Source: an optimization exercise on an open RTL-to-GDS flow (aim: small area). Production flows keep margins and buffers that such runs may drop. Where RTL was checked, it was by simulation tests only, not by an equivalence proof against the original. Power and IR drop assume default switching activity.

==> v29: inputs <==
Design LedMatrix, start of the top module:
module LedMatrix (
  output     [34:0]   io_col,
  output     [5:0]    io_row,
  input               bus_write,
  input      [6:0]    bus_address,
  input      [31:0]   bus_writeData,
  input               clk,
  input               reset
);
export LEC_CHECK = 0
export CAP_MARGIN = 20
export CORE_MARGIN = 2
export CORE_UTILIZATION = 40
export SLEW_MARGIN = 20
create_clock -name core_clock -period 10.0 [get_ports {clk}]
run.sh (not shown) runs the stock make flow with config.mk's settings and CLKGATE_MAP_FILE= SYNTH_SCRIPT=/design/flow/synth_recipe.tcl, a recipe that flattens the netlist after the stock synthesis.
==> v22: changes against v29 <==
--- a/flow/design.v
+++ b/flow/design.v
@@ -130,19 +130,17 @@
   reg [23:0] r102;
   reg [23:0] r103;
   reg [7:0] r104;
   reg [7:0] r105;
   reg [7:0] r106;
   reg resetSeen;    
-  reg resetAtEdge;  
   always @(posedge clk or posedge reset) begin
     if (reset) resetSeen <= 1'b1;
     else resetSeen <= 1'b0;
   end
-  always @(posedge clk) resetAtEdge <= reset;
-  wire clr = reset | (resetSeen & ~resetAtEdge);
+  wire clr = reset | resetSeen;
   wire addrValid = (bus_address < 7'd107);
   reg        held;
   reg [6:0]  addrQ;
   reg [23:0] dataQ;
   always @(posedge clk) begin
     addrQ <= bus_address;
==> flow/flow/run.sh (new file) <==
#!/bin/bash
# The standard layout (standard.sh), with one change to synthesis: Yosys's abc call maps the
# combinational logic with flow/area.abc, an area-oriented script, in place of ORFS's speed
# script. Everything else in synth_recipe.tcl (and so every register) is as the standard
# synthesis makes it.
# Port buffers are buf_1 cells.
set -euo pipefail
W=$(pwd)
cat > "$W/own_synth.tcl" <<TCL
# synth_recipe.tcl, with the -script of every abc call pointing at flow/area.abc
proc abc {args} {
  set i [lsearch -exact \$args -script]
  if {\$i >= 0} { lset args [expr {\$i + 1}] $W/flow/area.abc }
  yosys abc {*}\$args
}
source $W/synth_recipe.tcl
TCL
sed "s|SYNTH_SCRIPT=[^ ]*|SYNTH_SCRIPT=$W/own_synth.tcl|" standard.sh > own_standard.sh
grep -q "SYNTH_SCRIPT=$W/own_synth.tcl" own_standard.sh
# port buffers: the smallest buffer (ORFS otherwise picks clkdlybuf4s50_1)
bash own_standard.sh "BUFFER_PORTS_ARGS=-buffer_cell sky130_fd_sc_hd__buf_1" finish > "$W/flow_make.log" 2>&1
==> flow/flow/area.abc (new file) <==
strash
&get -n
&dch
&nf -R 1000
&put
strash
&get -n
&dch
&nf -R 1000
&put
==> flow/standard.sh (new file) <==
#!/bin/bash
# synth_recipe.tcl (not shown) runs the flow's synth.tcl, then flattens the netlist and writes it again
# the make line also repeats each setting of config.mk as NAME=value (left out here)
make -C /OpenROAD-flow-scripts/flow DESIGN_CONFIG=/design/flow/config.mk WORK_HOME=/design/flow/orfs CLKGATE_MAP_FILE= SYNTH_SCRIPT=/design/flow/synth_recipe.tcl "${@:-finish}"
--- a/flow/config.mk
+++ b/flow/config.mk
@@ -5,7 +5,10 @@
 export SDC_FILE = /design/flow/constraint.sdc
 export NUM_CORES = 4
 export LEC_CHECK = 0
 export CAP_MARGIN = 20
 export CORE_MARGIN = 2
 export CORE_UTILIZATION = 40
+export CTS_BUF_LIST = sky130_fd_sc_hd__clkbuf_16
+export CTS_CLUSTER_DIAMETER = 100
+export CTS_CLUSTER_SIZE = 28
 export SLEW_MARGIN = 20
removed: flow/run.sh
==> v25: changes against v29 <==
--- a/flow/config.mk
+++ b/flow/config.mk
@@ -5,7 +5,10 @@
 export SDC_FILE = /design/flow/constraint.sdc
 export NUM_CORES = 4
 export LEC_CHECK = 0
 export CAP_MARGIN = 20
 export CORE_MARGIN = 2
 export CORE_UTILIZATION = 40
+export CTS_BUF_LIST = sky130_fd_sc_hd__clkbuf_16
+export CTS_CLUSTER_DIAMETER = 100
+export CTS_CLUSTER_SIZE = 28
 export SLEW_MARGIN = 20
==> out/results.ini <==
[worst_setup_path]
setup.reg_to_reg.worst_slack_ps=5040
cpMostUsedCell=sky130_fd_sc_hd__buf_4

[pwr]
clock_power_share=0.270
seq_pwr_share=0.685

[finish]
drive_above_1_share=0.09735
clock_tree_area_fraction=0.02851

[run_status]
status=finished clean

[logic_synthesis]
post_synth_and_or_nand_nor_area_fraction=0.05362

-- figures above: v25

==> out/results.ini <==
[worst_setup_path]
setup.reg_to_reg.worst_slack_ps=5090
cpMostUsedCell=sky130_fd_sc_hd__buf_4
rr_startpoint=addrQ[1]
crit_path_kind=flip-flop to output pin

[routing]
viasPerCell=5.868

[global_routing]
grt_start_max_net_pins=113

[run_status]
status=finished clean

[finish]
drive_above_1_share=0.1308

[pwr]
seq_pwr_share=0.557

[logic_synthesis]
post_synth_and_or_nand_nor_area_fraction=0.05362

-- figures above: v29

==> out/results.ini <==
[run_status]
status=finished clean

[worst_setup_path]
setup.reg_to_reg.worst_slack_ps=5760
cpMostUsedCell=sky130_fd_sc_hd__maj3_1
crit-reg2reg-capture=r73[6]

[logic_synthesis]
post_synth_and_or_nand_nor_area_fraction=0.04820

[pwr]
clock_power_share=0.271

[global_routing]
antenna_found_initial=6

[sta]
layout_skew_ps=24.18

-- figures above: v22

The RTL of v22 was laid out without a check of its function.

* * *

==> job 6834 <==
LedMatrix, a different RTL version from the one above (not shown whole).
clock: 10.0 ns
lec_check: 0
cap_margin: 5
core_margin: 2
core_utilization: 55
cts_buf_list: sky130_fd_sc_hd__clkbuf_8 sky130_fd_sc_hd__clkbuf_16
cts_cluster_diameter: 100
cts_cluster_size: 18
place_density: 0.7
slew_margin: 5
standard.sh (not shown) runs the stock make flow with config.mk's settings and CLKGATE_MAP_FILE= SYNTH_SCRIPT=/design/flow/synth_recipe.tcl, a recipe that flattens the netlist after the stock synthesis.
==> flow/flow/run.sh <==
#!/bin/bash
# The standard layout (standard.sh), with one change to synthesis: Yosys's abc call maps the
# combinational logic with flow/area.abc, an area-oriented script, in place of ORFS's speed
# script. Everything else in synth_recipe.tcl (and so every register) is as the standard
# synthesis makes it.
# Port buffers are buf_1 cells.
set -euo pipefail
W=$(pwd)
cat > "$W/own_synth.tcl" <<TCL
# synth_recipe.tcl, with the -script of every abc call pointing at flow/area.abc
proc abc {args} {
  set i [lsearch -exact \$args -script]
  if {\$i >= 0} { lset args [expr {\$i + 1}] $W/flow/area.abc }
  yosys abc {*}\$args
}
source $W/synth_recipe.tcl
TCL
sed "s|SYNTH_SCRIPT=[^ ]*|SYNTH_SCRIPT=$W/own_synth.tcl|" standard.sh > own_standard.sh
grep -q "SYNTH_SCRIPT=$W/own_synth.tcl" own_standard.sh
# port buffers: the smallest buffer (ORFS otherwise picks clkdlybuf4s50_1)
bash own_standard.sh "BUFFER_PORTS_ARGS=-buffer_cell sky130_fd_sc_hd__buf_1" finish > "$W/flow_make.log" 2>&1
==> flow/flow/area.abc <==
strash
&get -n
&dch
&nf -R 1000
&put
strash
&get -n
&dch
&nf -R 1000
&put
==> inputs of job 4624, as changes to job 6834 <==
--- a/flow/config.mk
+++ b/flow/config.mk
@@ -8,7 +8,7 @@
 export CAP_MARGIN = 5
 export CORE_MARGIN = 2
 export CORE_UTILIZATION = 55
-export CTS_BUF_LIST = sky130_fd_sc_hd__clkbuf_8 sky130_fd_sc_hd__clkbuf_16
+export CTS_BUF_LIST = sky130_fd_sc_hd__clkbuf_8
 export CTS_CLUSTER_DIAMETER = 100
 export CTS_CLUSTER_SIZE = 18
 export PLACE_DENSITY = 0.7
==> run summary <==
quantity                                                                                     job 6834        job 4624
Status                                                                                 finished clean  finished clean
Shortest clock period the worst path allows after layout                                      7250 ps         7370 ps
Drt first pass iters                                                                                8              10
CTS Root Buffer Type                                                                        clkbuf_16        clkbuf_8
Number of global-route vias before repair                                                       30050           29900
Reg-to-reg endpoint                                                                            r36[7]          r36[6]
Headroom to the max-slew limit                                                                 0.1413          0.1706
Routed length on met2                                                                        61.95 mm        62.29 mm
Met1 demand-to-capacity share in global routing                                                0.3729          0.3740
Worst Hold Margin                                                                            382.2 ps        388.1 ps
Largest fanout of any net on the critical path                                                    116              92
Sequential share of cell area                                                                  0.7339          0.7476
Clock-pin slew reported for the worst setup and hold paths after clock tree synthesis           80 ps          110 ps
Largest stage delay, worst path                                                                620 ps          780 ps
Highest clock frequency the design can meet                                                 137.9 MHz       135.7 MHz
Total power per unit cell area                                                          197.1 nW/um^2   184.3 nW/um^2
Worst skew pair latency                                                                        670 ps          770 ps
GRT Overall Usage                                                                              0.2661          0.2649
Vias after detailed routing                                                                     30110           30170
Worst setup path startpoint                                                                 rowHot[0]       rowHot[1]

## re-timing with driven ports
In the flow no input, the clock included, has a driving cell. The finished layouts below were timed again as built, in two steps. Step 1, drivers: a clkbuf_16 drives clk and a buf_2 each remaining input, both assumed. Step 2 adds t to the input delays and takes it off the output delays; t is the mean of the earliest and latest rising clock arrival at the registers after step 1. Input paths then give back, and output paths get back, about the clock's delay inside the block. a / b / c = ideal / step 1 / step 2; a / b = the first two.
| run | shift t [ns] | setup slack, ns | clock arrival spread, ns | worst data-port slew with drivers (ns) | pins driven straight from the clock port |
|---|---|---|---|---|---|
| v29 | 0.823 | 2.739 / 2.668 / 2.894 | 0.021 / 0.021 | 0.06 | 1 |
| v22 | 0.742 | 2.874 / 2.810 / 3.552 | 0.025 / 0.026 | 0.11 | 1 |
| v25 | 0.773 | 2.795 / 2.724 / 2.850 | 0.029 / 0.028 | 0.06 | 1 |
| job 6834 | 0.730 | 2.750 / 2.682 / 3.412 | 0.029 / 0.029 | 0.08 | 1 |
| job 4624 | 0.826 | 2.630 / 2.559 / 3.385 | 0.049 / 0.049 | 0.08 | 1 |
After both steps every run listed still meets setup and hold.
